From an optimization exercise on the open Yosys and OpenROAD flow, aimed at small area; shortcuts taken in it are not production practice. Where RTL was checked, it was by simulation tests only, not by an equivalence proof against the original. For runs 2 and 3, only the layout was checked, not whether the RTL still works. The clock cells of runs 1 and 2 come from the design's own scripts or RTL, not from TritonCTS. The flow treats the clock pin as an ideal source. Dropping or thinning the clock tree relies on that and would not hold on a real chip. Power and IR drop assume default switching activity.

$ cat flow/config.mk
export PLATFORM = sky130hd
export DESIGN_NAME = BP
export DESIGN_NICKNAME = BP
export VERILOG_FILES = /design/flow/design.v
export SDC_FILE = /design/flow/constraint.sdc
export NUM_CORES = 4
export LEC_CHECK = 0
export CAP_MARGIN = 0
export CORE_MARGIN = 2
export CORE_UTILIZATION = 70
export SLEW_MARGIN = 0
$ cat flow/constraint.sdc
create_clock -name core_clock -period 8.0 [get_ports {clk}]
set_input_delay 1.6000 -clock core_clock [delete_from_list [all_inputs] [get_ports {clk}]]
set_output_delay 1.6000 -clock core_clock [all_outputs]
set_load 0.01 [all_outputs]
$ cat flow/design.v
module BP(
  clk,
  rst_n,
  in_valid,
  guy,
  in0,
  in1,
  in2,
  in3,
  in4,
  in5,
  in6,
  in7,
  out_valid,
  out
);
input             clk, rst_n;
input             in_valid;
input       [2:0] guy;
input       [1:0] in0, in1, in2, in3, in4, in5, in6, in7;
output            out_valid;
output      [1:0] out;
localparam NS = 71;
reg  [6:0] c;
reg  [NS-1:0] s;
reg  [2:0] f [0:30];
reg  [4:0] k;
reg  [2:0] lane;
reg        skip;
reg  [2:0] tgt;
wire idle  = ~|c;
wire start = idle & in_valid;
wire ob    = |in0;
wire ty    = ~&{in0[1], in1[1], in2[1], in3[1], in4[1], in5[1], in6[1], in7[1]};
wire g1 = ~&in1, g2 = ~&in2, g3 = ~&in3, g4 = ~&in4, g5 = ~&in5, g6 = ~&in6, g7 = ~&in7;
wire [2:0] q = {g4|g5|g6|g7, g2|g3|g6|g7, g1|g3|g5|g7};
wire push  = in_valid & ob;
wire fill  = ~in_valid & |k[2:0];
wire win   = c[6] & |c[5:0];
wire ne    = lane != tgt;
wire gt    = tgt > lane;
wire m     = s[NS-1] & ~skip;
wire j     = m & s[NS-2];
wire pop   = win & m;
wire sh    = start | push | fill | pop;
integer i;
always @(*)
  case (k[4:3])
    2'd1: tgt = f[6];
    2'd2: tgt = f[14];
    2'd3: tgt = f[22];
    default: tgt = f[30];
  endcase
assign out_valid = win;
assign out = ~win ? 2'b00 : ne ? (gt ? 2'b01 : 2'b10) : {j, j};
always @(posedge clk or negedge rst_n) begin
  if (!rst_n) c <= 7'd0;
  else if (start) c <= 7'd58;
  else if (!idle && !in_valid) c <= c + 7'd1;
end
always @(posedge clk) begin
  s <= {s[NS-2:1], s[0] | (in_valid & ob), ob & ty};
  skip <= pop;
  if (start) k <= 5'd1;
  else if (push | fill) k <= k + 5'd1;
  if (start | push) f[0] <= start ? guy : q;
  if (sh) for (i = 1; i < 31; i = i + 1) f[i] <= f[i-1];
  if (start) lane <= guy;
  else if (win & ne) lane <= gt ? lane + 3'd1 : lane - 3'd1;
end
endmodule
$ cat flow/flow/run.sh
#!/bin/bash
# Standard ORFS layout (the standard.sh), with two changes:
#  - after CTS, flow/clocktree.tcl rebuilds the clock tree: one root buffer
#    and one leaf buffer per cluster of about CT_SINKS flip-flops;
#  - port buffers of the smallest buffer cell.
set -euo pipefail
export CTS_ARGS="-sink_clustering_enable -repair_clock_nets -dont_use_dummy_load -buf_list sky130_fd_sc_hd__clkbuf_8"
export POST_CTS_TCL="$(pwd)/flow/clocktree.tcl"
export CT_LEAF=sky130_fd_sc_hd__clkbuf_8
export CT_ROOT=sky130_fd_sc_hd__clkbuf_4
export CT_SINKS=18
export BUFFER_PORTS_ARGS="-buffer_cell sky130_fd_sc_hd__buf_1"
bash standard.sh > standard.log 2>&1
$ cat flow/flow/clocktree.tcl
# Rebuild the clock tree after CTS: leaf buffers over k-means clusters of the
# flip-flops, all driven by one root buffer on the clock port.
set block [ord::get_db_block]
set db [ord::get_db]
set leaf_cell [expr {[info exists ::env(CT_LEAF)] ? $::env(CT_LEAF) : "sky130_fd_sc_hd__clkbuf_8"}]
set root_cell [expr {[info exists ::env(CT_ROOT)] ? $::env(CT_ROOT) : "sky130_fd_sc_hd__clkbuf_4"}]
set per_leaf  [expr {[info exists ::env(CT_SINKS)] ? $::env(CT_SINKS) : 20}]

set clknet [[$block findBTerm clk] getNet]

# remove the CTS buffers and their nets
foreach inst [$block getInsts] {
  set name [$inst getName]
  if {[string match "clkbuf_*" $name] || [string match "clkload*" $name]} {
    foreach it [$inst getITerms] {
      set n [$it getNet]
      if {$n eq "NULL" || $n eq ""} continue
      if {[$it isOutputSignal]} {
        foreach s [$n getITerms] { if {$s ne $it} { $s disconnect; $s connect $clknet } }
        $it disconnect
        if {[llength [$n getITerms]] == 0 && [llength [$n getBTerms]] == 0} { odb::dbNet_destroy $n }
      } else { $it disconnect }
    }
    odb::dbInst_destroy $inst
  }
}

# clock sinks
set sinks {}
foreach it [$clknet getITerms] {
  set inst [$it getInst]
  set bb [$inst getBBox]
  lappend sinks [list $it [expr {([$bb xMin]+[$bb xMax])/2.0}] [expr {([$bb yMin]+[$bb yMax])/2.0}]]
}
set n [llength $sinks]
set k [expr {int(ceil(double($n)/$per_leaf))}]
puts "clocktree: $n sinks, $k leaves of $leaf_cell"

# k-means, seeded from sinks sorted along x
set sorted [lsort -real -index 1 $sinks]
set cents {}
for {set i 0} {$i < $k} {incr i} {
  set s [lindex $sorted [expr {int(($i+0.5)*$n/$k)}]]
  lappend cents [list [lindex $s 1] [lindex $s 2]]
}
for {set iter 0} {$iter < 50} {incr iter} {
  set assign {}
  for {set i 0} {$i < $k} {incr i} { set sx($i) 0; set sy($i) 0; set cnt($i) 0 }
  foreach s $sinks {
    set best 0; set bd 1e18
    for {set i 0} {$i < $k} {incr i} {
      set c [lindex $cents $i]
      set d [expr {abs([lindex $s 1]-[lindex $c 0]) + abs([lindex $s 2]-[lindex $c 1])}]
      if {$d < $bd && $cnt($i) < $per_leaf} { set bd $d; set best $i }
    }
    incr cnt($best)
    set sx($best) [expr {$sx($best)+[lindex $s 1]}]
    set sy($best) [expr {$sy($best)+[lindex $s 2]}]
    lappend assign $best
  }
  set cents {}
  for {set i 0} {$i < $k} {incr i} {
    if {$cnt($i) > 0} { lappend cents [list [expr {$sx($i)/$cnt($i)}] [expr {$sy($i)/$cnt($i)}]] } else { lappend cents [list 0 0] }
  }
}

set rootnet [odb::dbNet_create $block "clknet_root"]
$rootnet setSigType CLOCK
set root [odb::dbInst_create $block [$db findMaster $root_cell] "clkbuf_root"]
set ax 0; set ay 0
for {set i 0} {$i < $k} {incr i} {
  set c [lindex $cents $i]
  set net($i) [odb::dbNet_create $block "clknet_leaf_$i"]
  $net($i) setSigType CLOCK
  set b [odb::dbInst_create $block [$db findMaster $leaf_cell] "clkbuf_leaf_$i"]
  $b setLocation [expr {int([lindex $c 0])}] [expr {int([lindex $c 1])}]
  $b setPlacementStatus PLACED
  [$b findITerm A] connect $rootnet
  [$b findITerm X] connect $net($i)
  set ax [expr {$ax + [lindex $c 0]}]; set ay [expr {$ay + [lindex $c 1]}]
}
foreach s $sinks a $assign {
  set it [lindex $s 0]
  $it disconnect
  $it connect $net($a)
}
$root setLocation [expr {int($ax/$k)}] [expr {int($ay/$k)}]
$root setPlacementStatus PLACED
[$root findITerm A] connect $clknet
[$root findITerm X] connect $rootnet

detailed_placement
check_placement -verbose
estimate_parasitics -placement
$ cat flow/standard.sh
#!/bin/bash
# synth_recipe.tcl (not shown) runs the flow's synth.tcl, then flattens the netlist and writes it again
# the make line also repeats each setting of config.mk as NAME=value (left out here)
make -C /OpenROAD-flow-scripts/flow DESIGN_CONFIG=/design/flow/config.mk WORK_HOME=/design/flow/orfs CLKGATE_MAP_FILE= SYNTH_SCRIPT=/design/flow/synth_recipe.tcl "${@:-finish}"
==> flow_metrics.py, run 1 <==
metrics = {
    "sta": {
        "tns_ns": 0,
        "fin_crit_sh": 0.523,
        "clock_skew_ns": 0.0181,
        "slew_headroom": 0.271,
        "rsz0062_at_grt": "no",
        "finalSetupViolations": 0,
        "finalHoldViolations": 0,
        "max_freq_mhz": 239,
        "period_needed_ns": 4.18,
        "drv_slew": 0,
        "tightest_slew_ns": 1.09,
    },
    "yosys": {
        "synth_common_cells": "edfxtp_1, dfxtp_1, inv_1, nor2_1, nand2_1",
        "synth_warnings": 2,
        "synthesis.nets": 321,
        "avgSynthCellArea_um2": 18.5,
        "ys_types": 37,
        "synth_edf_count": 96,
        "yosysMostFrequentCell": "edfxtp_1",
        "syn_area_um2": 5360,
        "async_flop_share": 0.0389,
        "synth_area_leaders": "edfxtp_1, dfxtp_1, dfrtp_1",
        "ys_seq_area_frac": 0.859,
        "synthCells": 290,
        "yosys.area.top_type": "edfxtp_1",
        "ys_ff_latch": 180,
        "synth_top_area_frac": 0.538,
        "synth-main-ff-cell": "edfxtp_1",
    },
    "finish": {
        "drive_above_1_share": 0.0652,
        "post-route-util": 0.779,
        "fill_cells": 383,
        "postLayoutCellArea_um2": 5710,
        "diodes": 0,
        "area_growth_pct": 6.59,
        "fin_nets": 355,
    },
    "critical_path": {
        "crit_cells": 8,
        "crit_path_start_kind": "flip-flop",
        "crit_slowest_cell": "mux4_2",
        "cp_num_buf_inv": 2,
        "cp_top_family": "multiplexers",
        "crit_top_cell": "a21o_1",
        "worstSetupPathType": "reg -> out",
        "path_cells": "mux4_2, inv_1, ha_1, nand2b_1, a21o_1, a21o_1, a21oi_1, buf_1",
        "slowest_delay_ns": 0.52,
        "critPathMaxFanout": 5,
        "reg2regPathDepth": 7,
        "critPathRequiredTime_ns": 6.40,
        "arrival_ns": 2.58,
        "end_kind": "output pin",
    },
    "floorplanning": {
        "placementRows": 31,
        "design.die.area_um2": 8370,
        "core-area_um2": 7330,
        "initial_core_util": 0.731,
        "die_w_um": 91.5,
        "die_h_um": 91.5,
        "io_pins": 25,
    },
    "place": {
        "place_hpwl_um": 4290,
        "place.gp.congestion": 0.839,
        "place_area_um2": 5560,
        "place.port_buffers": 24,
    },
    "route": {
        "wl_um": 6940,
        "vias": 2260,
        "drt-pass1-iter-count": 6,
        "via_per_inst": 5.37,
        "drt-wirelength-per-cell_um": 16.5,
        "drtIter0Drc": 166,
        "drc": 0,
        "drtAntennaViolNets": 0,
    },
    "global_route": {
        "grt_pass1_vias": 2259,
        "grt_remaining_overflow": 0,
        "grt_max_degree": 91,
        "antenna_found_initial": 0,
        "grt_pass1_wl_um": 11300,
        "track_usage": 0.176,
    },
    "pwr": {
        "p_per_area_nw_per_um2": 350,
        "ir_drop_mv": 0.182,
        "p_leak_nw": 2.02,
    },
    "clock_tree": {
        "cts_sinks": 180,
        "worstSkewPairLatency_ns": 0.49,
        "clk_pin_slew_ns": 0.11,
    },
    "min_path": {
        "holdPathStages": 0,
        "hold_class": "reg -> reg",
    },
    "run": {
        "cap_viol_max_count": 0,
    },
    "outcome": {
        "status": "complete, no violations",
    },
}
-- path summary, 6_finish.rpt --
path | start | to | slack, ns
setup reg to reg | c[0] | f[1][1] | 4.66
hold / removal | s[27] | s[28] | 0.33
max in group asynchronous | rst_n | c[3] | 6.74
min in group asynchronous | rst_n | c[0] | 0.98
setup / recovery | k[3] | out[1] | 3.82
hold reg to reg | s[27] | s[28] | 0.33
-- routing by layer --
metal  global-route usage  part of all wire  vias up
met5                    0                 0        -
li1                     -                 -     1110
met2                0.268              0.45       55
met1                0.277              0.49     1083
met3               0.0232             0.049       12
met4               0.0404             0.017        0
-- area by class of cell --
type                            count  area (um2)  share of cell area
Sequential cell                   180        4600               0.806
Buffer                             11         145              0.0254
Timing Repair Buffer               24        90.1              0.0158
Tap cell                           99         124              0.0217
Multi-Input combinational cell     95         706               0.124
Inverter                           12        45.0             0.00789
-- stage by stage --
step / std cells / power, mW / worst slack (ns) / hold WS (ns)
global route: 421 / 2.11 / 3.64 / 0.344
detailed placement: 410 / 1.66 / 4.20 / 0.312
global placement: 410 / 1.64 / 4.25 / 0.312
finish: 421 / 2.00 / 3.82 / 0.331
floorplan: 290 / 1.56 / 3.48 / 0.310
-- state kept, by name (all words and copies together), names as in the netlist --
| register | flops |
|---|---|
| k | 5 |
| lane | 3 |
| f | 93 |
| skip | 1 |
| s | 71 |
| c | 7 |
-- report_power, final --
part	switching [mW]	total, mW	internal, mW
Sequential	0.0973	1.32	1.22
Combinational	0.182	0.330	0.148
Clock	0.233	0.351	0.117
-- worst reg2reg max path: cells and delay by family, from the launching register on --
kind,cells,cell delay (ns)
flip-flops,1,0.45
adder cells (fa/ha/maj),2,0.76
AND/OR/NAND/NOR,4,1.58
buffers and inverters,1,0.10
-- logic make-up (layout without fill, tap and decap cells) --
| group | after synthesis | count (layout) | synth area share |
|---|---|---|---|
| adder cells (fa/ha/maj) | 9 | 9 | 0.0224 |
| buffers and inverters | 15 | 47 | 0.0105 |
| flip-flops | 180 | 180 | 0.859 |
| AO/OA/AOI/OAI | 28 | 28 | 0.0318 |
| AND/OR/NAND/NOR | 46 | 46 | 0.0481 |
| XOR/XNOR | 6 | 6 | 0.00981 |
| multiplexers | 6 | 6 | 0.0187 |
-- layout by cell type, fill, tap and decap left out --
cell type	count
o31ai_1	2
mux2_2	2
nand2_1	9
clkbuf_4	1
xor2_1	3
nor2_1	12
nand2b_1	4
mux2i_1	1
mux4_2	3
or4_4	1
nor3b_1	2
inv_1	12
edfxtp_1	96
o21ai_0	7
or3_4	1
a211oi_1	1
buf_1	24
nor4_1	1
and3_4	1
a32oi_1	1
clkbuf_8	10
nor3_1	1
dfxtp_1	77
ha_1	8
o22a_1	1
nand3_1	1
nand3b_1	1
a21o_1	3
nand4b_1	2
xnor2_1	3
a31oi_1	6
and3_2	1
nand4_1	6
a21oi_1	7
and4_1	1
and2b_2	1
and3_1	1
dfrtp_1	7
fa_1	1
==> run 2, diff against run 1 <==
--- a/flow/design.v
+++ b/flow/design.v
@@ -57,4 +57,4 @@
   if (!rst_n) c <= 7'd0;
-  else if (start) c <= 7'd58;
-  else if (!idle && !in_valid) c <= c + 7'd1;
+  else if (in_valid) c <= 7'd58;
+  else c <= c + {6'd0, ~idle};
 end
==> flow_metrics.py, run 2 <==
metrics = {
    "floorplanning": {
        "die_h_um": 91.7,
        "initial_core_util": 0.734,
        "placementRows": 31,
        "die_w_um": 91.7,
        "design.die.area_um2": 8400,
        "io_pins": 25,
        "core-area_um2": 7330,
    },
    "sta": {
        "period_needed_ns": 4.28,
        "fin_ws_ns": 3.72,
        "rsz0062_at_grt": "no",
        "clock_skew_ns": 0.0162,
        "drv_slew": 0,
        "slew_headroom": 0.256,
        "finalSetupViolations": 0,
        "tightest_slew_ns": 1.12,
        "tns_ns": 0,
        "max_freq_mhz": 234,
        "finalHoldViolations": 0,
        "fin_crit_sh": 0.535,
    },
    "global_route": {
        "grt_remaining_overflow": 0,
        "track_usage": 0.179,
        "antenna_found_initial": 0,
        "grt_max_degree": 91,
        "grt_pass1_vias": 2295,
        "grt_pass1_wl_um": 11500,
    },
    "critical_path": {
        "crit_top_cell": "a21o_1",
        "worstSetupPathType": "reg -> out",
        "ff2ff_setup_slack_ns": 5.12,
        "crit_path_start_kind": "flip-flop",
        "crit_slowest_cell": "mux4_2",
        "r2r-start": "c[0]",
        "end_kind": "output pin",
        "critPathRequiredTime_ns": 6.40,
        "slowest_delay_ns": 0.54,
        "rr_endpoint": "f[25][0]",
        "arrival_ns": 2.68,
        "path_cells": "mux4_2, inv_1, ha_1, nand2b_1, a21o_1, a21o_1, a21oi_1, buf_1",
        "reg2regPathDepth": 5,
        "critPathMaxFanout": 5,
    },
    "min_path": {
        "hold_class": "reg -> reg",
        "holdPathStages": 0,
        "min_to": "s[43]",
        "min_from": "s[42]",
    },
    "yosys": {
        "synth_edf_count": 96,
        "syn_area_um2": 5380,
        "synthCells": 284,
        "synth_common_cells": "edfxtp_1, dfxtp_1, nor2_1, ha_1, nand4_1",
        "synth_warnings": 2,
        "ys_ff_latch": 180,
        "ys_types": 39,
        "yosysMostFrequentCell": "edfxtp_1",
        "synth_top_area_frac": 0.536,
        "yosys.area.top_type": "edfxtp_1",
        "async_flop_share": 0.0389,
        "ys_seq_area_frac": 0.855,
        "synth_area_leaders": "edfxtp_1, dfxtp_1, dfrtp_1",
        "synthesis.nets": 315,
        "avgSynthCellArea_um2": 18.9,
        "synth-main-ff-cell": "edfxtp_1",
    },
    "place": {
        "place.port_buffers": 24,
        "place_hpwl_um": 4590,
        "pre_cts_ws_ns": 3.96,
        "place_area_um2": 5580,
        "place.gp.congestion": 0.748,
    },
    "pwr": {
        "ir_drop_mv": 0.220,
        "p_per_area_nw_per_um2": 352,
        "fin_total_pwr_mw": 2.01,
        "p_leak_nw": 2.09,
    },
    "finish": {
        "diodes": 0,
        "fill_cells": 376,
        "reg_top3": "f (93), s (71), c (7)",
        "post-route-util": 0.782,
        "layout_commonest_cell": "edfxtp_1",
        "area_growth_pct": 6.49,
        "top_register": "f",
        "drive_above_1_share": 0.0852,
        "fin_nets": 350,
        "largest_reg_flops": 93,
        "final_cell_mix": "edfxtp_1, dfxtp_1, buf_1",
        "postLayoutCellArea_um2": 5730,
    },
    "route": {
        "vias": 2271,
        "drt-pass1-iter-count": 4,
        "drc": 0,
        "drtIter0Drc": 228,
        "drtAntennaViolNets": 0,
        "via_per_inst": 5.46,
        "wl_um": 7220,
        "drt-wirelength-per-cell_um": 17.3,
    },
    "outcome": {
        "status": "complete, no violations",
    },
    "clock_tree": {
        "cts_sinks": 180,
        "clk_pin_slew_ns": 0.11,
        "worstSkewPairLatency_ns": 0.51,
    },
    "run": {
        "cap_viol_max_count": 0,
    },
}
run 2: cells by family (layout without fill, tap and decap cells):
| family | after synthesis | after routing | synth area share |
|---|---|---|---|
| fa+ha+maj | 9 | 9 | 0.0223 |
| mux | 4 | 4 | 0.0144 |
| buf+inv | 10 | 43 | 0.00837 |
| compound gates | 17 | 17 | 0.0235 |
| xor+xnor | 10 | 10 | 0.0163 |
| flops | 180 | 180 | 0.855 |
| simple gates | 54 | 54 | 0.0602 |
run 2: worst max-delay path, delay by kind of cell (launching register included):
family	cells	cell delay (ns)
AO/OA/AOI/OAI	3	0.51
buffers and inverters	2	0.24
AND/OR/NAND/NOR	1	0.15
flip-flops	1	0.50
adder cells (fa/ha/maj)	1	0.24
multiplexers	1	0.54
run 2: worst max path at each step:
stage,cells past startpoint,to,start,slack [ns]
floorplan,4,f[10][0],in_valid,3.25
global placement,4,f[13][2],in_valid,4.10
detailed placement,4,f[13][0],in_valid,3.96
global route,8,out[1],k[3],3.60
finish,8,out[1],k[3],3.72
run 2: per-layer routing:
metal | part of all wire | up-vias | track usage
met5 | 0 | - | 0
met4 | 0.018 | 0 | 0.0417
met3 | 0.040 | 12 | 0.0296
met2 | 0.48 | 59 | 0.291
met1 | 0.46 | 1117 | 0.261
li1 | - | 1083 | -
run 2: where the power goes:
part | switching [mW] | leakage, nW | internal [mW] | total [mW]
logic | 0.133 | 0.342 | 0.111 | 0.245
clock network | 0.233 | 0.0765 | 0.117 | 0.350
registers | 0.111 | 1.68 | 1.31 | 1.42
run 2: per-stage QoR:
step	std cells	hold WS (ns)
after floorplan	284	0.310
after global placement	405	0.311
after detailed placement	405	0.312
after global routing	416	0.338
final	416	0.329
run 2: layout make-up:
type,count,area [um2],area share
Tap cell,99,124,0.0216
Buffer,11,145,0.0253
Inverter,8,30.0,0.00524
Timing Repair Buffer,24,90.1,0.0157
Multi-Input combinational cell,94,741,0.129
Sequential cell,180,4600,0.803
==> run 3, diff against run 2 <==
--- a/flow/design.v
+++ b/flow/design.v
@@ -37,3 +37,3 @@
 wire push  = in_valid & ob;
-wire fill  = ~in_valid & |k[2:0];
+wire fill  = ~in_valid & ~&k[2:0];
 wire win   = c[6] & |c[5:0];
@@ -44,3 +44,3 @@
 wire pop   = win & m;
-wire sh    = start | push | fill | pop;
+wire sh    = push | fill | pop;
 integer i;
@@ -48,5 +48,5 @@
   case (k[4:3])
-    2'd1: tgt = f[6];
-    2'd2: tgt = f[14];
-    2'd3: tgt = f[22];
+    2'd0: tgt = f[6];
+    2'd1: tgt = f[14];
+    2'd2: tgt = f[22];
     default: tgt = f[30];
@@ -57,4 +57,4 @@
   if (!rst_n) c <= 7'd0;
-  else if (in_valid) c <= 7'd58;
-  else c <= c + {6'd0, ~idle};
+  else if (start) c <= 7'd58;
+  else if (!idle && !in_valid) c <= c + 7'd1;
 end
@@ -63,3 +63,3 @@
   skip <= pop;
-  if (start) k <= 5'd1;
+  if (start) k <= 5'd0;
   else if (push | fill) k <= k + 5'd1;
==> flow_metrics.py, run 3 <==
metrics = {
    "yosys": {
        "yosys.area.top_type": "edfxtp_1",
        "synthesis.nets": 324,
        "synth_top_area_frac": 0.535,
        "synthCells": 293,
        "synth_area_leaders": "edfxtp_1, dfxtp_1, dfrtp_1",
        "ys_types": 37,
        "synth_edf_count": 96,
        "syn_area_um2": 5390,
        "synth-main-ff-cell": "edfxtp_1",
        "synth_warnings": 2,
        "yosysMostFrequentCell": "edfxtp_1",
        "ys_ff_latch": 180,
        "async_flop_share": 0.0389,
        "avgSynthCellArea_um2": 18.4,
        "ys_seq_area_frac": 0.853,
        "synth_common_cells": "edfxtp_1, dfxtp_1, inv_1, nand2_1, nor2_1",
    },
    "floorplanning": {
        "die_h_um": 91.8,
        "io_pins": 25,
        "placementRows": 31,
        "die_w_um": 91.8,
        "initial_core_util": 0.731,
    },
    "place": {
        "place_hpwl_um": 4530,
        "place.gp.congestion": 0.842,
        "place.port_buffers": 24,
    },
    "outcome": {
        "status": "did not finish",
        "error_line": "[ERROR DPL-0033] detailed placement checks failed during check placement.",
        "haltStage": "detailed placement (3_5_place_dp)",
    },
}
-- run 3: cell count changes after synthesis, moves of 3 or more --
cell / delta
a31oi_1: +5
o21ai_0: +6
nor4_1: +3
xor2_1: -4
nor2_1: -3
nand2_1: +5
inv_1: +3
-- run 3: how the worst min path moves through the flow --
stage	start	to	slack, ns	cells past startpoint
after floorplan	s[9]	s[10]	0.31	0
after global placement	s[55]	s[56]	0.31	0
-- run 3: kinds of logic after synthesis --
group | after synthesis | share of synthesized area
AOI/OAI and AO/OA | 30 | 0.0339
xor gates and xnor gates | 5 | 0.00812
adders and majority gates | 9 | 0.0223
buffers and inverters | 15 | 0.0109
DFF | 180 | 0.853
muxes | 6 | 0.0186
and+or+nand+nor | 48 | 0.0529
-- run 3: power groups by stage --
stage | Combinational, mW | Clock (mW) | Sequential (mW)
2_1_floorplan | 0.233 | 0 | 1.23
3_3_place_gp | 0.276 | 0 | 1.26
-- run 3: metrics by stage --
stage | power, mW | worst slack (ns)
2_1_floorplan | 1.46 | 3.40
3_3_place_gp | 1.53 | 4.28

==> what the ideal ports hide <==
The flow's constraints put no driver on any port. The routed layouts listed below were extracted and timed again, unchanged, in two steps. Step 1 assumes that a clkbuf_16 drives the clock port and a buf_2 every other input. Step 2 also shifts input and output timing later by t, the mid clock arrival at the registers, as if the neighbouring blocks saw the same clock. Slacks: ideal / step 1 / step 2; pairs: ideal / step 1.
| run | t (ns) | setup WS [ns] | hold slack, ns | clock arrival spread, ns | slew at the worst register clock pin (ns) |
|---|---|---|---|---|---|
| run 1 | 0.511 | 3.816 / 3.788 / 4.226 | 0.331 / 0.331 / 0.331 | 0.018 / 0.018 | 0.11 / 0.11 |
| run 2 | 0.528 | 3.720 / 3.693 / 3.988 | 0.329 / 0.329 / 0.329 | 0.017 / 0.017 | 0.11 / 0.11 |
After both steps setup and hold are still met in every run listed.
